From an optimization exercise on the open Yosys and OpenROAD flow, aimed at small area; shortcuts taken in it are not production practice.
No run shown here included a check of the RTL's function; only the layout flow was run.

[flow/design.v]
module mul4x4 (
	input  logic [3:0] x,
	input  logic [3:0] y,
	output logic [7:0] p
);
logic [3:0] r0, r1, r2, r3;
assign r0 = x & {4{y[0]}};
assign r1 = x & {4{y[1]}};
assign r2 = x & {4{y[2]}};
assign r3 = x & {4{y[3]}};
logic [4:0] s1;
logic [3:0] c1;
assign s1[0] = r0[1] ^ r1[0];            assign c1[0] = r0[1] & r1[0];
assign s1[1] = r0[2] ^ r1[1] ^ c1[0];    assign c1[1] = (r0[2] & r1[1]) | (c1[0] & (r0[2] ^ r1[1]));
assign s1[2] = r0[3] ^ r1[2] ^ c1[1];    assign c1[2] = (r0[3] & r1[2]) | (c1[1] & (r0[3] ^ r1[2]));
assign s1[3] = r1[3] ^ c1[2];            assign c1[3] = r1[3] & c1[2];
assign s1[4] = c1[3];
logic [4:0] s2;
logic [3:0] c2;
assign s2[0] = s1[1] ^ r2[0];            assign c2[0] = s1[1] & r2[0];
assign s2[1] = s1[2] ^ r2[1] ^ c2[0];    assign c2[1] = (s1[2] & r2[1]) | (c2[0] & (s1[2] ^ r2[1]));
assign s2[2] = s1[3] ^ r2[2] ^ c2[1];    assign c2[2] = (s1[3] & r2[2]) | (c2[1] & (s1[3] ^ r2[2]));
assign s2[3] = s1[4] ^ r2[3] ^ c2[2];    assign c2[3] = (s1[4] & r2[3]) | (c2[2] & (s1[4] ^ r2[3]));
assign s2[4] = c2[3];
logic [4:0] s3;
logic [3:0] c3;
assign s3[0] = s2[1] ^ r3[0];            assign c3[0] = s2[1] & r3[0];
assign s3[1] = s2[2] ^ r3[1] ^ c3[0];    assign c3[1] = (s2[2] & r3[1]) | (c3[0] & (s2[2] ^ r3[1]));
assign s3[2] = s2[3] ^ r3[2] ^ c3[1];    assign c3[2] = (s2[3] & r3[2]) | (c3[1] & (s2[3] ^ r3[2]));
assign s3[3] = s2[4] ^ r3[3] ^ c3[2];    assign c3[3] = (s2[4] & r3[3]) | (c3[2] & (s2[4] ^ r3[3]));
assign s3[4] = c3[3];
assign p = {s3[4:0], s2[0], s1[0], r0[0]};
endmodule
module add_rc #(
	parameter W = 8
)
(
	input  logic [W-1:0] a,
	input  logic [W-1:0] b,
	input  logic         cin,
	output logic [W-1:0] s
);
logic [W:0] c;
assign c[0] = cin;
genvar i;
generate
	for (i = 0; i < W; i = i + 1) begin : g_bit
		assign s[i] = a[i] ^ b[i] ^ c[i];
		assign c[i+1] = (a[i] & b[i]) | (c[i] & (a[i] ^ b[i]));
	end
endgenerate
endmodule
module fp_lane (
	input  logic [3:0]  x,
	input  logic [3:0]  y,
	input  logic        s,
	input  logic [6:0]  d,
	output logic [18:0] term,
	output logic        cin
);
logic [7:0] p;
mul4x4 mul0 (.x(x), .y(y), .p(p));
logic [19:0] v, sh, mask;
assign v = {p, 12'd0};
assign sh = v >> d;
assign mask = ~({20{1'b1}} << d);
assign term = {~s, sh[17:0] ^ {18{s}}};
assign cin = s & ~(|(v & mask));
endmodule
module fp4_prod (
	input  logic       ma,
	input  logic [1:0] ea,
	input  logic       sa,
	input  logic       mb,
	input  logic [1:0] eb,
	input  logic       sb,
	output logic [7:0] mag,
	output logic       s
);
logic ha, hb;
assign ha = |ea;
assign hb = |eb;
logic [3:0] q;
assign q[0] = ma & mb;
assign q[1] = (ha & mb) ^ (ma & hb);
assign q[2] = (ha & hb) & ~(ma & mb);
assign q[3] = ha & hb & ma & mb;
logic [5:0] qa;
always_comb begin
	case (ea)
		2'd3: qa = {q, 2'b00};
		2'd2: qa = {1'b0, q, 1'b0};
		default: qa = {2'b00, q};
	endcase
	case (eb)
		2'd3: mag = {qa, 2'b00};
		2'd2: mag = {1'b0, qa, 1'b0};
		default: mag = {2'b00, qa};
	endcase
end
assign s = sa ^ sb;
endmodule
module add_bk #(
	parameter W = 8
)
(
	input  logic [W-1:0] a,
	input  logic [W-1:0] b,
	input  logic         cin,
	output logic [W-1:0] s
);
logic [W-1:0] g, p, G, P;
integer l, i;
always_comb begin
	g = a & b;
	p = a ^ b;
	G = g;
	P = p;
	G[0] = g[0] | (p[0] & cin);
	for (l = 0; (1 << l) < W; l = l + 1)
		for (i = (2 << l) - 1; i < W; i = i + (2 << l)) begin
			G[i] = G[i] | (P[i] & G[i - (1 << l)]);
			P[i] = P[i] & P[i - (1 << l)];
		end
	for (l = 5; l >= 0; l = l - 1)
		for (i = (3 << l) - 1; i < W; i = i + (2 << l)) begin
			G[i] = G[i] | (P[i] & G[i - (1 << l)]);
			P[i] = P[i] & P[i - (1 << l)];
		end
end
assign s = p ^ {G[W-2:0], cin};
endmodule
module prefix_or #(
	parameter W = 8
)
(
	input  logic [W-1:0] a,
	output logic [W-1:0] o
);
integer l, i;
always_comb begin
	o = a;
	for (l = 0; (1 << l) < W; l = l + 1)
		for (i = (2 << l) - 1; i < W; i = i + (2 << l))
			o[i] = o[i] | o[i - (1 << l)];
	for (l = 5; l >= 0; l = l - 1)
		for (i = (3 << l) - 1; i < W; i = i + (2 << l))
			o[i] = o[i] | o[i - (1 << l)];
end
endmodule
module front_end (
	input  logic [7:0]  a_mant0, a_mant1, a_mant2, a_mant3,
	input  logic [7:0]  b_mant0, b_mant1, b_mant2, b_mant3,
	input  logic [9:0]  a_exp_in0, a_exp_in1, a_exp_in2, a_exp_in3,
	input  logic [9:0]  b_exp_in0, b_exp_in1, b_exp_in2, b_exp_in3,
	input  logic [3:0]  a_sign_in0, a_sign_in1, a_sign_in2, a_sign_in3,
	input  logic [3:0]  b_sign_in0, b_sign_in1, b_sign_in2, b_sign_in3,
	input  logic [1:0]  prec_mode,
	input  logic [1:0]  FP_mode,
	input  logic [7:0]  shared_exp_added,
	output logic [21:0] x_ra,       
	output logic [21:0] x_rb,
	output logic        x_z,        
	output logic [7:0]  e_in
);
logic int8, fp8, fp4, m3, e5m2;
assign int8 = (prec_mode == 2'b00);
assign fp8  = (prec_mode == 2'b01);
assign fp4  = (prec_mode == 2'b11);
assign m3   = ~FP_mode[0];
assign e5m2 = (FP_mode == 2'b11);
logic [7:0] a_abs, b_abs;
logic s_int;
assign a_abs = a_mant0[7] ? (~a_mant0 + 8'd1) : a_mant0;
assign b_abs = b_mant0[7] ? (~b_mant0 + 8'd1) : b_mant0;
assign s_int = a_mant0[7] ^ b_mant0[7];
function automatic [3:0] f8m(input [2:0] bits, input [4:0] ef, input m3_);
	f8m = m3_ ? {|ef, bits} : {1'b0, |ef, bits[1:0]};
endfunction
function automatic [4:0] f8e(input [4:0] ef);
	f8e = {ef[4:1], ef[0] | ~(|ef[4:1])};
endfunction
function automatic [3:0] f4v(input m, input [1:0] ef);
	case (ef)
		2'd0: f4v = {3'b000, m};
		2'd1: f4v = {2'b00, 1'b1, m};
		2'd2: f4v = {1'b0, 1'b1, m, 1'b0};
		default: f4v = {1'b1, m, 2'b00};
	endcase
endfunction
logic [5:0] f0, f1, f2, f3, e0, e1, e2, e3;
assign f0 = f8e(a_exp_in0[4:0]) + f8e(b_exp_in0[4:0]);
assign f1 = f8e(a_exp_in0[9:5]) + f8e(b_exp_in1[4:0]);
assign f2 = f8e(a_exp_in1[4:0]) + f8e(b_exp_in0[9:5]);
assign f3 = f8e(a_exp_in1[9:5]) + f8e(b_exp_in1[9:5]);
assign e0 = fp8 ? f0 : 6'd0;
assign e1 = fp8 ? f1 : {3'd0, int8, 2'd0};
assign e2 = fp8 ? f2 : {3'd0, int8, 2'd0};
assign e3 = fp8 ? f3 : {2'd0, int8, 3'd0};
logic [5:0] big01, big23, big;
assign big01 = (e0 >= e1) ? e0 : e1;
assign big23 = (e2 >= e3) ? e2 : e3;
assign big   = (big01 >= big23) ? big01 : big23;
logic [3:0] x0, x1, x2, x3, y0, y1, y2, y3;
logic s0, s1, s2, s3;
logic [6:0] d0, d1, d2, d3, bigp;
assign bigp = {1'b0, big} + {4'd0, ~(fp8 & e5m2), 2'b00};
assign d0 = bigp - {1'b0, e0};
assign d1 = bigp - {1'b0, e1};
assign d2 = bigp - {1'b0, e2};
assign d3 = bigp - {1'b0, e3};
always_comb begin
	x0 = '0; x1 = '0; x2 = '0; x3 = '0; y0 = '0; y1 = '0; y2 = '0; y3 = '0;
	s0 = 1'b0; s1 = 1'b0; s2 = 1'b0; s3 = 1'b0;
	if (int8) begin
		x0 = a_abs[3:0]; y0 = b_abs[3:0];
		x1 = a_abs[7:4]; y1 = b_abs[3:0];
		x2 = a_abs[3:0]; y2 = b_abs[7:4];
		x3 = a_abs[7:4]; y3 = b_abs[7:4];
		s0 = s_int; s1 = s_int; s2 = s_int; s3 = s_int;
	end else if (fp8) begin
		x0 = f8m(a_mant0[2:0], a_exp_in0[4:0], m3); y0 = f8m(b_mant0[2:0], b_exp_in0[4:0], m3);
		x1 = f8m(a_mant0[6:4], a_exp_in0[9:5], m3); y1 = f8m(b_mant1[2:0], b_exp_in1[4:0], m3);
		x2 = f8m(a_mant1[2:0], a_exp_in1[4:0], m3); y2 = f8m(b_mant0[6:4], b_exp_in0[9:5], m3);
		x3 = f8m(a_mant1[6:4], a_exp_in1[9:5], m3); y3 = f8m(b_mant1[6:4], b_exp_in1[9:5], m3);
		s0 = a_sign_in0[0] ^ b_sign_in0[0];
		s1 = a_sign_in0[1] ^ b_sign_in1[0];
		s2 = a_sign_in1[0] ^ b_sign_in0[1];
		s3 = a_sign_in1[1] ^ b_sign_in1[1];
	end else if (fp4) begin
		x0 = f4v(a_mant0[0], a_exp_in0[1:0]); y0 = f4v(b_mant0[0], b_exp_in0[1:0]);
		x1 = f4v(a_mant1[0], a_exp_in1[1:0]); y1 = f4v(b_mant0[2], b_exp_in0[3:2]);
		x2 = f4v(a_mant0[2], a_exp_in0[3:2]); y2 = f4v(b_mant1[0], b_exp_in1[1:0]);
		x3 = f4v(a_mant1[2], a_exp_in1[3:2]); y3 = f4v(b_mant1[2], b_exp_in1[3:2]);
		s0 = a_sign_in0[0] ^ b_sign_in0[0];
		s1 = a_sign_in1[0] ^ b_sign_in0[1];
		s2 = a_sign_in0[1] ^ b_sign_in1[0];
		s3 = a_sign_in1[1] ^ b_sign_in1[1];
	end
end
logic [18:0] t0, t1, t2, t3;
logic c0, c1, c2, c3;
fp_lane ln0 (.x(x0), .y(y0), .s(s0), .d(d0), .term(t0), .cin(c0));
fp_lane ln1 (.x(x1), .y(y1), .s(s1), .d(d1), .term(t1), .cin(c1));
fp_lane ln2 (.x(x2), .y(y2), .s(s2), .d(d2), .term(t2), .cin(c2));
fp_lane ln3 (.x(x3), .y(y3), .s(s3), .d(d3), .term(t3), .cin(c3));
logic [7:0] u0, u1, u2, u3;
logic us0, us1, us2, us3;
fp4_prod fq0 (.ma(fp4 & a_mant2[4]), .ea(a_exp_in2[5:4] & {2{fp4}}), .sa(fp4 & a_sign_in2[2]), .mb(b_mant2[4]), .eb(b_exp_in2[5:4]), .sb(fp4 & b_sign_in2[2]), .mag(u0), .s(us0));
fp4_prod fq1 (.ma(fp4 & a_mant3[4]), .ea(a_exp_in3[5:4] & {2{fp4}}), .sa(fp4 & a_sign_in3[2]), .mb(b_mant2[6]), .eb(b_exp_in2[7:6]), .sb(fp4 & b_sign_in2[3]), .mag(u1), .s(us1));
fp4_prod fq2 (.ma(fp4 & a_mant2[6]), .ea(a_exp_in2[7:6] & {2{fp4}}), .sa(fp4 & a_sign_in2[3]), .mb(b_mant3[4]), .eb(b_exp_in3[5:4]), .sb(fp4 & b_sign_in3[2]), .mag(u2), .s(us2));
fp4_prod fq3 (.ma(fp4 & a_mant3[6]), .ea(a_exp_in3[7:6] & {2{fp4}}), .sa(fp4 & a_sign_in3[3]), .mb(b_mant3[6]), .eb(b_exp_in3[7:6]), .sb(fp4 & b_sign_in3[3]), .mag(u3), .s(us3));
logic [8:0] v0, v1, v2, v3;
assign v0 = {~us0, u0 ^ {8{us0}}};
assign v1 = {~us1, u1 ^ {8{us1}}};
assign v2 = {~us2, u2 ^ {8{us2}}};
assign v3 = {~us3, u3 ^ {8{us3}}};
xrows xr0 (.t0(t0), .t1(t1), .t2(t2), .t3(t3), .v0(v0), .v1(v1), .v2(v2), .v3(v3),
	.c0(c0), .c1(c1), .c2(c2), .c3(c3),
	.u0(us0), .u1(us1), .u2(us2), .u3(us3), .ra(x_ra), .rb(x_rb));
assign x_z = int8 & s_int & ((a_mant0 == 8'd0) | (b_mant0 == 8'd0));
logic [7:0] ebias;
always_comb begin
	case (prec_mode)
		2'b00: ebias = 8'd255;    
		2'b11: ebias = 8'd9;
		2'b10: ebias = 8'd0;
		default: case (FP_mode)
			2'b11: ebias = 8'd229;
			2'b10: ebias = 8'd247;
			2'b01: ebias = 8'd1;
			default: ebias = 8'd255;
		endcase
	endcase
end
assign e_in = shared_exp_added + ebias + {2'b00, big};
endmodule
module xrows (
	input  logic [18:0] t0, t1, t2, t3,
	input  logic [8:0]  v0, v1, v2, v3,
	input  logic        c0, c1, c2, c3,
	input  logic        u0, u1, u2, u3,
	output logic [21:0] ra, rb
);
logic n1, n2, n3, n4, n5, n6, n7, n8, n9, n10, n11, n12, n13, n14, n15, n16, n17, n18, n19, n20, n21, n22, n23, n24, n25, n26, n27, n28, n29, n30, n31, n32, n33, n34, n35, n36, n37, n38, n39, n40, n41, n42, n43, n44, n45, n46, n47, n48, n49, n50, n51, n52, n53, n54, n55, n56, n57, n58, n59, n60, n61, n62, n63, n64, n65, n66, n67, n68, n69, n70, n71, n72, n73, n74, n75, n76, n77, n78, n79, n80, n81, n82, n83, n84, n85, n86, n87, n88, n89, n90, n91, n92, n93, n94, n95, n96, n97, n98, n99, n100, n101, n102, n103, n104, n105, n106, n107, n108, n109, n110, n111, n112, n113, n114, n115, n116, n117, n118, n119, n120, n121, n122, n123, n124, n125, n126, n127, n128, n129, n130, n131, n132, n133, n134, n135, n136, n137, n138, n139, n140, n141, n142, n143, n144, n145, n146, n147, n148, n149, n150, n151, n152, n153, n154, n155, n156, n157, n158, n159, n160, n161, n162, n163, n164, n165, n166, n167, n168, n169, n170, n171, n172, n173, n174, n175, n176, n177, n178, n179, n180, n181, n182, n183, n184, n185, n186, n187, n188, n189, n190, n191, n192, n193, n194, n195, n196, n197, n198, n199, n200;
assign n1 = t0[8] ^ v0[0] ^ u0;
assign n2 = (t0[8] & v0[0]) | (u0 & (t0[8] ^ v0[0]));
assign n3 = t1[8] ^ v1[0];
assign n4 = t1[8] & v1[0];
assign n5 = t0[9] ^ v0[1];
assign n6 = t0[9] & v0[1];
assign n7 = t0[0] ^ c0 ^ t1[0];
assign n8 = (t0[0] & c0) | (t1[0] & (t0[0] ^ c0));
assign n9 = u1 ^ t2[8] ^ v2[0];
assign n10 = (u1 & t2[8]) | (v2[0] & (u1 ^ t2[8]));
assign n11 = u2 ^ t3[8];
assign n12 = u2 & t3[8];
assign n13 = t1[9] ^ v1[1] ^ t2[9];
assign n14 = (t1[9] & v1[1]) | (t2[9] & (t1[9] ^ v1[1]));
assign n15 = v2[1] ^ t3[9] ^ v3[1];
assign n16 = (v2[1] & t3[9]) | (v3[1] & (v2[1] ^ t3[9]));
assign n17 = n5 ^ n2;
assign n18 = n5 & n2;
assign n19 = t0[10] ^ v0[2] ^ t1[10];
assign n20 = (t0[10] & v0[2]) | (t1[10] & (t0[10] ^ v0[2]));
assign n21 = v1[2] ^ t2[10] ^ v2[2];
assign n22 = (v1[2] & t2[10]) | (v2[2] & (v1[2] ^ t2[10]));
assign n23 = t3[10] ^ v3[2] ^ n6;
assign n24 = (t3[10] & v3[2]) | (n6 & (t3[10] ^ v3[2]));
assign n25 = t0[11] ^ v0[3] ^ t1[11];
assign n26 = (t0[11] & v0[3]) | (t1[11] & (t0[11] ^ v0[3]));
assign n27 = v1[3] ^ t2[11] ^ v2[3];
assign n28 = (v1[3] & t2[11]) | (v2[3] & (v1[3] ^ t2[11]));
assign n29 = t3[11] ^ v3[3];
assign n30 = t3[11] & v3[3];
assign n31 = t0[12] ^ v0[4] ^ t1[12];
assign n32 = (t0[12] & v0[4]) | (t1[12] & (t0[12] ^ v0[4]));
assign n33 = v1[4] ^ t2[12] ^ v2[4];
assign n34 = (v1[4] & t2[12]) | (v2[4] & (v1[4] ^ t2[12]));
assign n35 = t3[12] ^ v3[4];
assign n36 = t3[12] & v3[4];
assign n37 = t0[13] ^ v0[5] ^ t1[13];
assign n38 = (t0[13] & v0[5]) | (t1[13] & (t0[13] ^ v0[5]));
assign n39 = v1[5] ^ t2[13] ^ v2[5];
assign n40 = (v1[5] & t2[13]) | (v2[5] & (v1[5] ^ t2[13]));
assign n41 = t3[13] ^ v3[5];
assign n42 = t3[13] & v3[5];
assign n43 = t0[14] ^ v0[6] ^ t1[14];
assign n44 = (t0[14] & v0[6]) | (t1[14] & (t0[14] ^ v0[6]));
assign n45 = v1[6] ^ t2[14] ^ v2[6];
assign n46 = (v1[6] & t2[14]) | (v2[6] & (v1[6] ^ t2[14]));
assign n47 = t3[14] ^ v3[6];
assign n48 = t3[14] & v3[6];
assign n49 = t0[15] ^ v0[7] ^ t1[15];
assign n50 = (t0[15] & v0[7]) | (t1[15] & (t0[15] ^ v0[7]));
assign n51 = v1[7] ^ t2[15] ^ v2[7];
assign n52 = (v1[7] & t2[15]) | (v2[7] & (v1[7] ^ t2[15]));
assign n53 = t3[15] ^ v3[7];
assign n54 = t3[15] & v3[7];
assign n55 = t0[16] ^ v0[8] ^ t1[16];
assign n56 = (t0[16] & v0[8]) | (t1[16] & (t0[16] ^ v0[8]));
assign n57 = v1[8] ^ t2[16] ^ v2[8];
assign n58 = (v1[8] & t2[16]) | (v2[8] & (v1[8] ^ t2[16]));
assign n59 = t3[16] ^ v3[8];
assign n60 = t3[16] & v3[8];
assign n61 = t0[17] ^ t1[17];
assign n62 = t0[17] & t1[17];
assign n63 = c1 ^ t2[0] ^ c2;
assign n64 = (c1 & t2[0]) | (c2 & (c1 ^ t2[0]));
assign n65 = t0[1] ^ t1[1] ^ t2[1];
assign n66 = (t0[1] & t1[1]) | (t2[1] & (t0[1] ^ t1[1]));
assign n67 = t0[2] ^ t1[2];
assign n68 = t0[2] & t1[2];
assign n69 = t0[3] ^ t1[3];
assign n70 = t0[3] & t1[3];
assign n71 = t0[4] ^ t1[4];
assign n72 = t0[4] & t1[4];
assign n73 = t0[5] ^ t1[5];
assign n74 = t0[5] & t1[5];
assign n75 = t0[6] ^ t1[6];
assign n76 = t0[6] & t1[6];
assign n77 = t0[7] ^ t1[7];
assign n78 = t0[7] & t1[7];
assign n79 = v3[0] ^ u3 ^ n1;
assign n80 = (v3[0] & u3) | (n1 & (v3[0] ^ u3));
assign n81 = n3 ^ n9;
assign n82 = n3 & n9;
assign n83 = n4 ^ n13 ^ n15;
assign n84 = (n4 & n13) | (n15 & (n4 ^ n13));
assign n85 = n17 ^ n10 ^ n12;
assign n86 = (n17 & n10) | (n12 & (n17 ^ n10));
assign n87 = n19 ^ n21 ^ n23;
assign n88 = (n19 & n21) | (n23 & (n19 ^ n21));
assign n89 = n14 ^ n16 ^ n18;
assign n90 = (n14 & n16) | (n18 & (n14 ^ n16));
assign n91 = n25 ^ n27 ^ n29;
assign n92 = (n25 & n27) | (n29 & (n25 ^ n27));
assign n93 = n20 ^ n22 ^ n24;
assign n94 = (n20 & n22) | (n24 & (n20 ^ n22));
assign n95 = n31 ^ n33 ^ n35;
assign n96 = (n31 & n33) | (n35 & (n31 ^ n33));
assign n97 = n26 ^ n28 ^ n30;
assign n98 = (n26 & n28) | (n30 & (n26 ^ n28));
assign n99 = n37 ^ n39 ^ n41;
assign n100 = (n37 & n39) | (n41 & (n37 ^ n39));
assign n101 = n32 ^ n34 ^ n36;
assign n102 = (n32 & n34) | (n36 & (n32 ^ n34));
assign n103 = n43 ^ n45 ^ n47;
assign n104 = (n43 & n45) | (n47 & (n43 ^ n45));
assign n105 = n38 ^ n40 ^ n42;
assign n106 = (n38 & n40) | (n42 & (n38 ^ n40));
assign n107 = n49 ^ n51 ^ n53;
assign n108 = (n49 & n51) | (n53 & (n49 ^ n51));
assign n109 = n44 ^ n46 ^ n48;
assign n110 = (n44 & n46) | (n48 & (n44 ^ n46));
assign n111 = n55 ^ n57 ^ n59;
assign n112 = (n55 & n57) | (n59 & (n55 ^ n57));
assign n113 = n50 ^ n52 ^ n54;
assign n114 = (n50 & n52) | (n54 & (n50 ^ n52));
assign n115 = t2[17] ^ t3[17] ^ n61;
assign n116 = (t2[17] & t3[17]) | (n61 & (t2[17] ^ t3[17]));
assign n117 = n56 ^ n58 ^ n60;
assign n118 = (n56 & n58) | (n60 & (n56 ^ n58));
assign n119 = t0[18] ^ t1[18] ^ t2[18];
assign n120 = (t0[18] & t1[18]) | (t2[18] & (t0[18] ^ t1[18]));
assign n121 = t3[18] ^ n62;
assign n122 = t3[18] & n62;
assign n123 = t3[0] ^ c3;
assign n124 = t3[0] & c3;
assign n125 = t3[1] ^ n8 ^ n65;
assign n126 = (t3[1] & n8) | (n65 & (t3[1] ^ n8));
assign n127 = t2[2] ^ t3[2] ^ n67;
assign n128 = (t2[2] & t3[2]) | (n67 & (t2[2] ^ t3[2]));
assign n129 = t2[3] ^ t3[3] ^ n69;
assign n130 = (t2[3] & t3[3]) | (n69 & (t2[3] ^ t3[3]));
assign n131 = t2[4] ^ t3[4] ^ n71;
assign n132 = (t2[4] & t3[4]) | (n71 & (t2[4] ^ t3[4]));
assign n133 = t2[5] ^ t3[5] ^ n73;
assign n134 = (t2[5] & t3[5]) | (n73 & (t2[5] ^ t3[5]));
assign n135 = t2[6] ^ t3[6] ^ n75;
assign n136 = (t2[6] & t3[6]) | (n75 & (t2[6] ^ t3[6]));
assign n137 = t2[7] ^ t3[7] ^ n77;
assign n138 = (t2[7] & t3[7]) | (n77 & (t2[7] ^ t3[7]));
assign n139 = n11 ^ n79 ^ n81;
assign n140 = (n11 & n79) | (n81 & (n11 ^ n79));
assign n141 = n83 ^ n85 ^ n80;
assign n142 = (n83 & n85) | (n80 & (n83 ^ n85));
assign n143 = n87 ^ n89 ^ n84;
assign n144 = (n87 & n89) | (n84 & (n87 ^ n89));
assign n145 = n91 ^ n93 ^ n88;
assign n146 = (n91 & n93) | (n88 & (n91 ^ n93));
assign n147 = n95 ^ n97 ^ n92;
assign n148 = (n95 & n97) | (n92 & (n95 ^ n97));
assign n149 = n99 ^ n101 ^ n96;
assign n150 = (n99 & n101) | (n96 & (n99 ^ n101));
assign n151 = n103 ^ n105 ^ n100;
assign n152 = (n103 & n105) | (n100 & (n103 ^ n105));
assign n153 = n107 ^ n109 ^ n104;
assign n154 = (n107 & n109) | (n104 & (n107 ^ n109));
assign n155 = n111 ^ n113 ^ n108;
assign n156 = (n111 & n113) | (n108 & (n111 ^ n113));
assign n157 = n115 ^ n117 ^ n112;
assign n158 = (n115 & n117) | (n112 & (n115 ^ n117));
assign n159 = n119 ^ n121 ^ n116;
assign n160 = (n119 & n121) | (n116 & (n119 ^ n121));
assign n161 = n7 ^ n63;
assign n162 = n7 & n63;
assign n163 = n64 ^ n125 ^ n124;
assign n164 = (n64 & n125) | (n124 & (n64 ^ n125));
assign n165 = n66 ^ n127 ^ n126;
assign n166 = (n66 & n127) | (n126 & (n66 ^ n127));
assign n167 = n68 ^ n129 ^ n128;
assign n168 = (n68 & n129) | (n128 & (n68 ^ n129));
assign n169 = n70 ^ n131 ^ n130;
assign n170 = (n70 & n131) | (n130 & (n70 ^ n131));
assign n171 = n72 ^ n133 ^ n132;
assign n172 = (n72 & n133) | (n132 & (n72 ^ n133));
assign n173 = n74 ^ n135 ^ n134;
assign n174 = (n74 & n135) | (n134 & (n74 ^ n135));
assign n175 = n76 ^ n137 ^ n136;
assign n176 = (n76 & n137) | (n136 & (n76 ^ n137));
assign n177 = n78 ^ n139 ^ n138;
assign n178 = (n78 & n139) | (n138 & (n78 ^ n139));
assign n179 = n82 ^ n141 ^ n140;
assign n180 = (n82 & n141) | (n140 & (n82 ^ n141));
assign n181 = n86 ^ n143 ^ n142;
assign n182 = (n86 & n143) | (n142 & (n86 ^ n143));
assign n183 = n90 ^ n145 ^ n144;
assign n184 = (n90 & n145) | (n144 & (n90 ^ n145));
assign n185 = n94 ^ n147 ^ n146;
assign n186 = (n94 & n147) | (n146 & (n94 ^ n147));
assign n187 = n98 ^ n149 ^ n148;
assign n188 = (n98 & n149) | (n148 & (n98 ^ n149));
assign n189 = n102 ^ n151 ^ n150;
assign n190 = (n102 & n151) | (n150 & (n102 ^ n151));
assign n191 = n106 ^ n153 ^ n152;
assign n192 = (n106 & n153) | (n152 & (n106 ^ n153));
assign n193 = n110 ^ n155 ^ n154;
assign n194 = (n110 & n155) | (n154 & (n110 ^ n155));
assign n195 = n114 ^ n157 ^ n156;
assign n196 = (n114 & n157) | (n156 & (n114 ^ n157));
assign n197 = n118 ^ n159 ^ n158;
assign n198 = (n118 & n159) | (n158 & (n118 ^ n159));
assign n199 = n120 ^ n122 ^ n160;
assign n200 = (n120 & n122) | (n160 & (n120 ^ n122));
assign ra[0] = n123;
assign rb[0] = n161;
assign ra[1] = n163;
assign rb[1] = n162;
assign ra[2] = n165;
assign rb[2] = n164;
assign ra[3] = n167;
assign rb[3] = n166;
assign ra[4] = n169;
assign rb[4] = n168;
assign ra[5] = n171;
assign rb[5] = n170;
assign ra[6] = n173;
assign rb[6] = n172;
assign ra[7] = n175;
assign rb[7] = n174;
assign ra[8] = n177;
assign rb[8] = n176;
assign ra[9] = n179;
assign rb[9] = n178;
assign ra[10] = n181;
assign rb[10] = n180;
assign ra[11] = n183;
assign rb[11] = n182;
assign ra[12] = n185;
assign rb[12] = n184;
assign ra[13] = n187;
assign rb[13] = n186;
assign ra[14] = n189;
assign rb[14] = n188;
assign ra[15] = n191;
assign rb[15] = n190;
assign ra[16] = n193;
assign rb[16] = n192;
assign ra[17] = n195;
assign rb[17] = n194;
assign ra[18] = n197;
assign rb[18] = n196;
assign ra[19] = n199;
assign rb[19] = n198;
assign ra[20] = n200;
assign rb[20] = 1'b0;
assign ra[21] = 1'b0;
assign rb[21] = 1'b0;
endmodule
module accum_norm (
	input  logic [21:0] x_ra,
	input  logic [21:0] x_rb,
	input  logic        x_z,
	input  logic [7:0]  e_in,
	input  logic [24:0] accum_FP32,
	output logic [15:0] out_mant,    
	output logic [7:0]  out_exp,
	output logic        out_sign,
	output logic        keep_mant    
);
logic [15:0] ma;
logic [7:0]  ea;
logic        sa;
assign ma = accum_FP32[15:0];
assign ea = accum_FP32[23:16];
assign sa = accum_FP32[24];
logic [8:0] d;           
assign d = {1'b0, ea} - {1'b0, e_in};
logic dneg, case1, case2, case4;
assign dneg  = d[8];
assign case1 = ~dneg & (d[7:0] < 8'd17);
assign case2 = ~dneg & ~case1;
assign case4 = dneg & (d[7:0] <= 8'd217);    
logic [5:0] r;
assign r = (dneg ? 6'd2 : 6'd20) - d[5:0];
logic [39:0] fw, qs, qmask;
assign fw = {|ea, ma, 23'd0};
assign qs = fw >> r;
assign qmask = ~({40{1'b1}} << r);
logic q_sticky;
assign q_sticky = |(fw & qmask);
logic [38:0] q;
logic qcin;
assign q = case4 ? 39'd0 : (qs[38:0] ^ {39{sa}});
assign qcin = ~case4 & sa & ~q_sticky;
logic [38:0] pa, pb, kc;
assign pa = case1 ? {17'd0, x_ra} : {x_ra[20:0], 18'd0};
assign pb = case1 ? {17'd0, x_rb} : {x_rb[20:0], 18'd0};
assign kc = case1 ? (x_z ? 39'h7FFFCC0000 : 39'h7FFFEC0000) : 39'h3000000000;
logic [38:0] s1, c1, s2, c2, y, m;
assign s1 = pa ^ pb ^ q;
assign c1 = {((pa[37:0] & pb[37:0]) | (pa[37:0] & q[37:0]) | (pb[37:0] & q[37:0])), 1'b0};
assign s2 = s1 ^ c1 ^ kc;
assign c2 = {((s1[37:0] & c1[37:0]) | (s1[37:0] & kc[37:0]) | (c1[37:0] & kc[37:0])), 1'b0};
add_bk #(.W(39)) yadd (.a(s2), .b(c2), .cin(qcin), .s(y));
logic [38:0] ylow;    
prefix_or #(.W(39)) por (.a({y[37:0], 1'b0}), .o(ylow));
assign m = y ^ (ylow & {39{y[38]}});
logic [38:0] n1, n2, n3, n4, n5;
logic [5:0] lz;
always_comb begin
	lz = 6'd0;
	if (m[38:7]   == '0) begin n1 = m << 32;  lz[5] = 1'b1; end else n1 = m;
	if (n1[38:23] == '0) begin n2 = n1 << 16; lz[4] = 1'b1; end else n2 = n1;
	if (n2[38:31] == '0) begin n3 = n2 << 8;  lz[3] = 1'b1; end else n3 = n2;
	if (n3[38:35] == '0) begin n4 = n3 << 4;  lz[2] = 1'b1; end else n4 = n3;
	if (n4[38:37] == '0) begin n5 = n4 << 2;  lz[1] = 1'b1; end else n5 = n4;
	if (n5[38] == 1'b0)  begin lz[0] = 1'b1; end
end
logic [15:0] nm;
assign nm = lz[0] ? n5[36:21] : n5[37:22];
logic zero;
assign zero = ~(|m);
logic [7:0] en;
assign en = case1 ? ea : e_in;
assign keep_mant = case2;
assign out_mant = nm;
always_comb begin
	if (case2) begin
		out_exp = 8'd1; out_sign = 1'b0;
	end else begin
		out_exp  = zero ? en + 8'd1 : en - {2'b00, lz} + 8'd1;
		out_sign = y[38] | (case4 & x_z);
	end
end
endmodule
module mac_core (
	input  logic [7:0]  a_mant0, a_mant1, a_mant2, a_mant3,
	input  logic [7:0]  b_mant0, b_mant1, b_mant2, b_mant3,
	input  logic [9:0]  a_exp_in0, a_exp_in1, a_exp_in2, a_exp_in3,
	input  logic [9:0]  b_exp_in0, b_exp_in1, b_exp_in2, b_exp_in3,
	input  logic [3:0]  a_sign_in0, a_sign_in1, a_sign_in2, a_sign_in3,
	input  logic [3:0]  b_sign_in0, b_sign_in1, b_sign_in2, b_sign_in3,
	input  logic [1:0]  prec_mode,
	input  logic [1:0]  FP_mode,
	input  logic [7:0]  shared_exp_added,
	input  logic [24:0] accum_FP32,
	output logic [15:0] out_mant,
	output logic [7:0]  out_exp,
	output logic        out_sign,
	output logic        keep_mant
);
logic [21:0] x_ra, x_rb;   
logic        x_z;          
logic [7:0]  e_in;     
front_end fe0 (.a_mant0(a_mant0), .a_mant1(a_mant1), .a_mant2(a_mant2), .a_mant3(a_mant3),
	.b_mant0(b_mant0), .b_mant1(b_mant1), .b_mant2(b_mant2), .b_mant3(b_mant3),
	.a_exp_in0(a_exp_in0), .a_exp_in1(a_exp_in1), .a_exp_in2(a_exp_in2), .a_exp_in3(a_exp_in3),
	.b_exp_in0(b_exp_in0), .b_exp_in1(b_exp_in1), .b_exp_in2(b_exp_in2), .b_exp_in3(b_exp_in3),
	.a_sign_in0(a_sign_in0), .a_sign_in1(a_sign_in1), .a_sign_in2(a_sign_in2), .a_sign_in3(a_sign_in3),
	.b_sign_in0(b_sign_in0), .b_sign_in1(b_sign_in1), .b_sign_in2(b_sign_in2), .b_sign_in3(b_sign_in3),
	.prec_mode(prec_mode), .FP_mode(FP_mode), .shared_exp_added(shared_exp_added),
	.x_ra(x_ra), .x_rb(x_rb), .x_z(x_z), .e_in(e_in));
accum_norm an0 (.x_ra(x_ra), .x_rb(x_rb), .x_z(x_z), .e_in(e_in),
	.accum_FP32(accum_FP32), .out_mant(out_mant), .out_exp(out_exp), .out_sign(out_sign), .keep_mant(keep_mant));
endmodule
module MX_MAC_hybrid_BPE #(
	parameter M_out_width = 16
)
(
	input  logic        clk_i,
	input  logic        rstn,
	input  logic [7:0]  a_mant0,
	input  logic [7:0]  a_mant1,
	input  logic [7:0]  a_mant2,
	input  logic [7:0]  a_mant3,
	input  logic [7:0]  b_mant0,
	input  logic [7:0]  b_mant1,
	input  logic [7:0]  b_mant2,
	input  logic [7:0]  b_mant3,
	input  logic [9:0]  a_exp_in0,
	input  logic [9:0]  a_exp_in1,
	input  logic [9:0]  a_exp_in2,
	input  logic [9:0]  a_exp_in3,
	input  logic [9:0]  b_exp_in0,
	input  logic [9:0]  b_exp_in1,
	input  logic [9:0]  b_exp_in2,
	input  logic [9:0]  b_exp_in3,
	input  logic [3:0]  a_sign_in0,
	input  logic [3:0]  a_sign_in1,
	input  logic [3:0]  a_sign_in2,
	input  logic [3:0]  a_sign_in3,
	input  logic [3:0]  b_sign_in0,
	input  logic [3:0]  b_sign_in1,
	input  logic [3:0]  b_sign_in2,
	input  logic [3:0]  b_sign_in3,
	input  logic [1:0]  prec_mode,
	input  logic [1:0]  FP_mode,
	input  logic [7:0]  shared_exp_added,
	input  logic        A_valid,
	input  logic        B_valid,
	output logic [M_out_width-1:0] MAC_mant_out,
	output logic [7:0] MAC_exp_out,
	output logic MAC_sign_out
);
logic [15:0] accum_mant;
logic [7:0]  accum_exp;
logic        accum_sign;
logic [15:0] out_mant;
logic [7:0]  out_exp;
logic        out_sign;
logic        keep_mant;
mac_core core0 (.a_mant0(a_mant0), .a_mant1(a_mant1), .a_mant2(a_mant2), .a_mant3(a_mant3),
	.b_mant0(b_mant0), .b_mant1(b_mant1), .b_mant2(b_mant2), .b_mant3(b_mant3),
	.a_exp_in0(a_exp_in0), .a_exp_in1(a_exp_in1), .a_exp_in2(a_exp_in2), .a_exp_in3(a_exp_in3),
	.b_exp_in0(b_exp_in0), .b_exp_in1(b_exp_in1), .b_exp_in2(b_exp_in2), .b_exp_in3(b_exp_in3),
	.a_sign_in0(a_sign_in0), .a_sign_in1(a_sign_in1), .a_sign_in2(a_sign_in2), .a_sign_in3(a_sign_in3),
	.b_sign_in0(b_sign_in0), .b_sign_in1(b_sign_in1), .b_sign_in2(b_sign_in2), .b_sign_in3(b_sign_in3),
	.prec_mode(prec_mode), .FP_mode(FP_mode), .shared_exp_added(shared_exp_added),
	.accum_FP32({accum_sign, accum_exp, accum_mant}),
	.out_mant(out_mant), .out_exp(out_exp), .out_sign(out_sign), .keep_mant(keep_mant));
always @(posedge clk_i or negedge rstn) begin
	if (~rstn) begin
		accum_mant <= '0; accum_exp <= '0; accum_sign <= '0;
	end else if (A_valid & B_valid) begin
		if (~keep_mant) accum_mant <= out_mant;
		accum_exp <= out_exp; accum_sign <= out_sign;
	end
end
assign MAC_mant_out = accum_mant;
assign MAC_exp_out = accum_exp;
assign MAC_sign_out = accum_sign;
endmodule
[flow/flow/run.sh]
#!/bin/bash
# Standard layout (standard.sh) with these changes to how it is made:
#  - ABC's area script replaced by flow/abc_area.script (choice computation
#    and area-oriented mapping); synthesis is otherwise unchanged;
#  - no full/half-adder cell extraction before ABC (ADDER_MAP_FILE empty);
#  - port buffers made from the smallest buffer cell.
set -e
rm -rf scripts_mod
cp -r "$FLOW_HOME/scripts" scripts_mod
cp flow/abc_area.script scripts_mod/abc_area.script
export SCRIPTS_DIR="$PWD/scripts_mod"
export ADDER_MAP_FILE=
export BUFFER_PORTS_ARGS="-buffer_cell sky130_fd_sc_hd__buf_1"
bash standard.sh > standard.log 2>&1
[flow/flow/abc_area.script]
strash
&get -n
&dch -f
&nf -R 1000 -p
&st
&dch -f
&nf -R 1000 -p
&put
topo
stime -c
buffer -c
upsize -c
dnsize -c
[flow/standard.sh]
#!/bin/bash
# synth_recipe.tcl (not shown) runs the flow's synth.tcl, then flattens the netlist and writes it again
# the make line also repeats each setting of config.mk as NAME=value (left out here)
make -C /OpenROAD-flow-scripts/flow DESIGN_CONFIG=/design/flow/config.mk WORK_HOME=/design/flow/orfs CLKGATE_MAP_FILE= SYNTH_SCRIPT=/design/flow/synth_recipe.tcl "${@:-finish}"
[flow/config.mk]
export PLATFORM = sky130hd
export DESIGN_NAME = MX_MAC_hybrid_BPE
export DESIGN_NICKNAME = MX_MAC_hybrid_BPE
export VERILOG_FILES = /design/flow/design.v
export SDC_FILE = /design/flow/constraint.sdc
export NUM_CORES = 4
export LEC_CHECK = 0
export ABC_AREA = 1
export CAP_MARGIN = 20
export CORE_MARGIN = 2
export CORE_UTILIZATION = 40
export SLEW_MARGIN = 20
[flow/constraint.sdc]
create_clock -name core_clock -period 30.0 [get_ports {clk_i}]
set_input_delay 6.0000 -clock core_clock [delete_from_list [all_inputs] [get_ports {clk_i}]]
set_output_delay 6.0000 -clock core_clock [all_outputs]
set_load 0.01 [all_outputs]
==> summary.txt, run 1 <==
Outcome = timing/DRC/antenna clean
Core occupancy in the finished layout = 0.431
Routed WL = 65900 µm
Synth Instances = 3308
Seq cells post-synth = 25
Rel. slew slack = 0.326
Starting Density = 0.405
Sequential share of the synthesized area = 0.0301
Die Wd = 232 µm
Synth area leader = xnor2_1
Port-buffer cells = 148
Synth cell types = 97
Fin nets = 3573
GRT Util Overall = 0.238
Crit Path Category = in -> reg
Syn_area_per_cell = 6.29 µm²
Die area = 53800 µm²
Total grt overflow = 0
Hold slack final = 0.558 ns
Setup TNS = 0 ns
Area grow syn2layout = 6.59%
I/O pin total = 217
Post-Syn Area = 20800 µm²
Wire per inst = 16.2 µm
First-pass GRT wire length = 106000 µm
Hold path depth = 2
Synth Flop Type = dfrtp_1
Bufs on Longest Clock Path = 2
YS warnings = 6
Slew at the pin closest to its max-slew limit = 1.01 ns
Slew Limit Fails = 0
Non-filler cells, final = 4060
Number of synthesized flops with an enable pin = 0
Floorplan die height = 232 µm
Ant. Diodes = 0
Placeable Area = 51400 µm²
Crit share post-route = 0.937
Top cell by count, worst path = maj3_2
Post-route DRC violation count = 0
Antenna-violating nets left = 0
Max-cap viol count = 0
CTS root buffer = clkbuf_16
RSZ-0062 raised after global routing = no
Asr flop ratio synth = 1.00
H-tree depth = 1
Vias = 22161
Vias in the first global route = 20202
Worst EP arrival = 28.25 ns
Synth area leaders = xnor2_1, xor2_1, nor2_1, nand2_1, o21ai_0
Skew-Pair Late Insertion Delay = 0.26 ns
Worst-path fanout max = 39
R2R cell count = 78
Initial antenna violation count = 0
Hold violation count in the final report = 0
Share of cells above drive strength 1 = 0.0536
Final Critical Period = 28.10 ns
DRT Pass-1 Iters = 6
CP max stage delay = 0.69 ns
CTS buffer count = 3
CTS tree = yes
Top cell type's share of synthesized area = 0.167
Final setup fails = 0
Placed cells = 4055
Worst path slowest cell = or4_1
Worst Skew = 0.00497 ns
Gpl congestion = 0.942
# rows = 83
Sink Count = 25
Peak Freq = 35.6 MHz
Largest net degree at the start of global routing = 52
WP data required = 30.15 ns
Net count after synthesis = 3500
Critical Path Start Type = primary input
Vias/cell = 5.46
Hold Crit Class = reg -> reg
Starting DRT DRC Count = 1560
Clock slew at reported path FFs = 0.07 ns
HPWL after detailed placement = 55400 µm
Setup crit end kind = flop
Setup Buffers After CTS = 0
## synth_stat cells, types with 64 or more instances
cell and number:
mux2i_1 105, nand2_1 434, nand2b_1 114, clkbuf_1 95, nor2b_1 93, a21oi_1 238, nor3_1 64, nor2_1 446
nand3_1 71, inv_1 70, xor2_1 248, o21ai_0 251, xnor2_1 396, maj3_1 76
## stage by stage
| stage | setup slack [ns] | cell area, µm² |
|---|---|---|
| after floorplan | 5.77 | 20800 |
| after global placement | 1.77 | 22100 |
| after detailed placement | 1.60 | 22100 |
| after CTS | 1.84 | 22200 |
| after global routing | 0.00167 | 22200 |
| final | 1.90 | 22200 |
## worst max-delay path: cells and delay by family
kind | cells | cell delay (ns)
AND/OR/NAND/NOR | 44 | 8.07
AO/OA/AOI/OAI | 26 | 5.58
adder cells (fa/ha/maj) | 10 | 3.45
XOR/XNOR | 10 | 2.26
buffers and inverters | 11 | 2.14
multiplexers | 1 | 0.62
## final timing paths
check | slack [ns] | from | endpoint
min in group asynchronous | 5.72 | rstn | accum_mant[10]$_DFFE_PN0P_
setup / recovery | 1.90 | b_exp_in0[3] | accum_exp[6]$_DFFE_PN0P_
hold reg to reg | 0.56 | accum_mant[11]$_DFFE_PN0P_ | accum_mant[11]$_DFFE_PN0P_
hold / removal | 0.56 | accum_mant[11]$_DFFE_PN0P_ | accum_mant[11]$_DFFE_PN0P_
max in group asynchronous | 24.00 | rstn | accum_sign$_DFFE_PN0P_
setup reg to reg | 12.59 | accum_exp[0]$_DFFE_PN0P_ | accum_exp[6]$_DFFE_PN0P_
## sequential cells by signal, summed over array words and instances, names as in the netlist
register    cells
accum_sign      1
accum_mant     16
accum_exp       8
## cells by family (layout without fill, tap and decap cells)
kind of cell,after synthesis,count (layout),synth area share
AO/OA/AOI/OAI,789,789,0.226
AND/OR/NAND/NOR,1415,1416,0.319
buffers and inverters,213,284,0.0407
XOR/XNOR,653,653,0.279
multiplexers,127,127,0.0626
flip-flops,25,25,0.0301
adder cells (fa/ha/maj),86,86,0.0420
## layer usage
layer,routed length (µm),GRT usage,share of wire,vias to the layer above
met4,1820,0.0571,0.028,0
met1,30000,0.313,0.46,10017
met2,31700,0.428,0.48,516
met3,2410,0.00712,0.037,89
li1,-,-,-,11539
met5,0,0,0,-
## repair_timing
action / 4_1_cts / 5_1_grt
gates resized for setup: 0 / 1
hold buffers: 0 / 0
endpoints found under the setup margin: 0 / 3
## layout make-up
class	instances	area, µm²
Clock inverter	1	7.51
Inverter	79	297
Timing Repair Buffer	201	955
Sequential cell	25	627
Multi-Input combinational cell	3071	19400
Tap cell	680	851
Fill cell	5629	29200
Clock buffer	3	75.1
## cell usage in the layout (no fill, tap or decap), drive strengths merged, types with 5 or more instances in the layout
cell and n:
nor2 449, nand2 436, xnor2 401, o21ai 282, xor2 249, a21oi 247
buf 200, nand2b 115, mux2i 106, nor2b 96, maj3 86, inv 76
nand3 73, nor3 66, and2 45, a31oi 44, o22ai 42, or2 34
o211ai 29, dfrtp 25, nor4 23, o31ai 22, and3 21, mux2 21
a21o 16, or3 14, nor3b 13, o21a 12, o221ai 12, or4 11
a211oi 10, nand4 9, a22oi 8, o22a 6, a22o 5, a21boi 5
==> run 2: changes to the inputs <==
--- a/flow/flow/run.sh
+++ b/flow/flow/run.sh
@@ -1,7 +1,8 @@
 #!/bin/bash
 # Standard layout (standard.sh) with these changes to how it is made:
-#  - ABC's area script replaced by flow/abc_area.script (choice computation
-#    and area-oriented mapping); synthesis is otherwise unchanged;
+#  - ABC's area script replaced by flow/abc_area.script (AIG optimisation
+#    with &deepsyn, choice computation and area-oriented mapping);
+#    synthesis is otherwise unchanged;
 #  - no full/half-adder cell extraction before ABC (ADDER_MAP_FILE empty);
 #  - port buffers made from the smallest buffer cell.
 set -e
==> flow/flow/abc_area.script (replaced) <==
strash
&get -n
&deepsyn -T 90
&dch -f
&nf -R 1000 -p
&st
&dch -f
&nf -R 1000 -p
&put
topo
stime -c
buffer -c
upsize -c
dnsize -c
==> run 2 against run 1 <==
Against the previous run:
- fmax shrank 2.3%
- register-to-register slack lost 1.8 ns
- global-route usage grew 0.48 points
- wire length shrank 2.1%
- area after synthesis shrank 3.9%
- flip-flop and latch count is the same
- worst hold slack gained 0.069 ns
- highest routed layer unchanged
- non-clock buffer count grew 97
- cell count shrank 4.2%
- utilization grew 2.6 points
==> summary.txt, run 2 <==
Outcome = timing/DRC/antenna clean
Worst EP arrival = 28.93 ns (+0.68 ns)
Sink Count = 25 (unchanged)
Share of cells above drive strength 1 = 0.125 (+0.0714)
Fin worst setup slack = 1.23 ns (-0.667 ns)
Gpl congestion = 0.956 (+1.5%)
Worst-path fanout max = 10 (-74%)
Hold violation count in the final report = 0 (unchanged)
Synth cell count leaders = xnor2_1, nand2_1, nor2_1, a21oi_1, o21ai_0
Synth area leaders = xnor2_1, xor2_1, nand2_1, mux2i_1, nor2_1
Worst reg-to-reg setup slack = 10.75 ns (-1.84 ns)
Commonest non-fill, non-tap cells in the layout = nand2_1, xnor2_1, nor2_1
Commonest non-fill, non-tap cell in the layout = nand2_1
Peak Freq = 34.8 MHz (-2.3%)
Placed Area = 21700 µm² (-1.6%)
Crit share post-route = 0.959 (+0.0222)
Die Wd = 227 µm (-2.0%)
Post-route DRC violation count = 0 (unchanged)
Crit Path Category = in -> reg
Synth cell types = 106 (+9.3%)
Top Registers = accum_mant x16, accum_exp x8, accum_sign x1
I/O pin total = 217 (unchanged)
Wire per inst = 16.6 µm (+2.1%)
Rel. slew slack = 0.311 (-0.0150)
CP startpoint = b_exp_in1[6]
Total grt overflow = 0 (unchanged)
Vias/cell = 5.44 (-0.38%)
Largest net degree at the start of global routing = 57 (+9.6%)
CTS root buffer = clkbuf_16
GRT Util Overall = 0.243 (+0.00481)
CTS buffer count = 3 (unchanged)
Fill count = 5251 (-6.7%)
Post-Syn Area = 20000 µm² (-3.9%)
Clock slew at reported path FFs = 0.07 ns (about the same)
Placeable Area = 49200 µm² (-4.4%)
Worst Skew = 0.00177 ns (-0.00320 ns)
# hold bufs at CTS = 0 (unchanged)
First-pass GRT wire length = 101000 µm (-4.0%)
Slew at the pin closest to its max-slew limit = 1.03 ns (+0.0225 ns)
Worst setup path end = accum_exp[7]$_DFFE_PN0P_
Synth area leader = xnor2_1
Die area = 51800 µm² (-3.9%)
Seq cells post-synth = 25 (unchanged)
Skew-Pair Late Insertion Delay = 0.27 ns (about the same)
DRT Pass-1 Iters = 5 (-1)
Starting Density = 0.406 (+0.00191)
Syn_area_per_cell = 6.56 µm² (+4.3%)
Largest register FFs = 16 (unchanged)
YS warnings = 6 (unchanged)
Bufs on Longest Clock Path = 2 (unchanged)
Number of synthesized flops with an enable pin = 0 (unchanged)
Area grow syn2layout = 12.5%
Most flops, register = accum_mant
Place WS = 0.0141 ns (-1.59 ns)
Top cell by count, worst path = maj3_2
Setup TNS = 0 ns (unchanged)
CTS tree = yes
Setup crit end kind = flop
CP max stage delay = 0.55 ns (-0.14 ns)
Design area = 22500 µm² (+1.4%)
Synth Instances = 3046 (-7.9%)
Final Critical Period = 28.77 ns (+0.667 ns)
WP data required = 30.16 ns (about the same)
Asr flop ratio synth = 1.00 (unchanged)
Synth Flop Type = dfrtp_1
H-tree depth = 1 (unchanged)
Count leader, synth = xnor2_1
HPWL after detailed placement = 54700 µm (-1.3%)
Slew Limit Fails = 0 (unchanged)
Starting DRT DRC Count = 1366 (-12%)
Hold Crit Class = reg -> reg
Critical Path Start Type = primary input
Ant. Diodes = 0 (unchanged)
Initial antenna violation count = 0 (unchanged)
Final setup fails = 0 (unchanged)
Worst path slowest cell = or4_4
# rows = 81 (-2.4%)
Net count after synthesis = 3238 (-7.5%)
Source of the worst register-to-register timing path = accum_exp[0]$_DFFE_PN0P_
Worst reg2reg path endpoint = accum_exp[7]$_DFFE_PN0P_
Max-cap viol count = 0 (unchanged)
Sequential share of the synthesized area = 0.0313 (+0.00123)
Vias = 21152 (-4.6%)
Routed WL = 64500 µm (-2.1%)
Floorplan die height = 227 µm (-2.0%)
Fin nets = 3419 (-4.3%)
Port-buffer cells = 148 (unchanged)
Top cell type's share of synthesized area = 0.169 (+0.00244)
R2R cell count = 106 (+36%)
Vias in the first global route = 19204 (-4.9%)
Antenna-violating nets left = 0 (unchanged)
run 2: changes by cell type after synthesis, moves of 35 or more:
cell / delta
nor2_1: -97
xor2_1: -42
nand3_1: -36
mux2i_1: +35
o21ai_0: -42
nand2_1: -53
run 2: cell type report:
class                           count  area (µm²)  share of cell area
Sequential cell                    25         626              0.0278
Inverter                           90         345              0.0154
Clock inverter                      1        7.51            0.000334
Tap cell                          664         831              0.0370
Multi-Input combinational cell   2809       18900               0.839
Timing Repair Buffer              298        1730              0.0771
Clock buffer                        3        75.1             0.00334
run 2: worst min-delay path by stage:
| stage | from | end | depth (start not counted) |
|---|---|---|---|
| after global placement | accum_mant[12]$_DFFE_PN0P_ | accum_mant[12]$_DFFE_PN0P_ | 2 |
| after detailed placement | accum_mant[12]$_DFFE_PN0P_ | accum_mant[12]$_DFFE_PN0P_ | 2 |
| after floorplan | accum_mant[15]$_DFFE_PN0P_ | accum_mant[15]$_DFFE_PN0P_ | 2 |
| after CTS | accum_mant[15]$_DFFE_PN0P_ | accum_mant[15]$_DFFE_PN0P_ | 2 |
| after global routing | accum_mant[10]$_DFFE_PN0P_ | accum_mant[10]$_DFFE_PN0P_ | 2 |
| final | accum_mant[15]$_DFFE_PN0P_ | accum_mant[15]$_DFFE_PN0P_ | 2 |
run 2: logic make-up after synthesis:
family | synth area share
buffers and inverters | 0.0479
adders and majority gates | 0.0469
AOI/OAI and AO/OA | 0.242
and+or+nand+nor | 0.278
muxes | 0.0793
xor gates and xnor gates | 0.274
DFF | 0.0313
run 2: what timing repair did:
action,4_1_cts,5_1_grt
resized for setup,0,108
setup buffers,0,26
endpoints found under the setup margin,0,24
run 2: layer usage:
metal	vias to the layer above	part of all wire	GRT usage
li1	10900	-	-
met1	9611	0.45	0.319
met2	534	0.47	0.427
met3	107	0.036	0.00942
met4	0	0.039	0.0778
met5	-	0	0
run 2: stage by stage:
step            util  hold slack [ns]  std cells
6_report       0.457            0.628       3890
5_1_grt        0.457            0.681       3890
4_1_cts        0.444            0.628       3862
3_5_place_dp   0.442            0.616       3858
3_3_place_gp   0.442            0.621       3858
2_1_floorplan      -            0.599       3046
run 2: critical path, delay by kind of cell:
family          cells  cell delay (ns)
buf+inv            17             1.74
compound gates     41             6.16
mux                 4             0.89
simple gates       34             5.07
fa+ha+maj          23             7.06
xor+xnor           11             1.95

port drivers added, routing unchanged:
In the flow no input, the clock included, has a driving cell. The finished layouts below were timed again as built, in two steps. Step 1 sets driving cells, clkbuf_16 on the clock port and buf_2 on the other inputs (assumed; they add their load-dependent delay and slew). Step 2 also shifts input and output timing later by t, the mid clock arrival at the registers, as if the neighbouring blocks saw the same clock. a / b / c = no drivers / after step 1 / after step 2; a / b = the first two.
run | t (ns) | setup WS [ns] | worst setup path at the end | slew at the worst register clock pin (ns) | pins driven straight from the clock port
run 1 | 0.284 | 1.901 / 1.909 / 1.625 | input to register | 0.07 / 0.07 | 1
run 2 | 0.296 | 1.235 / 1.239 / 0.943 | input to register | 0.07 / 0.07 | 1
After both steps every run listed still meets setup and hold. For run 2, which loses most, drivers alone change the setup slack by +0.004 ns; drivers and shift together by -0.292 ns.
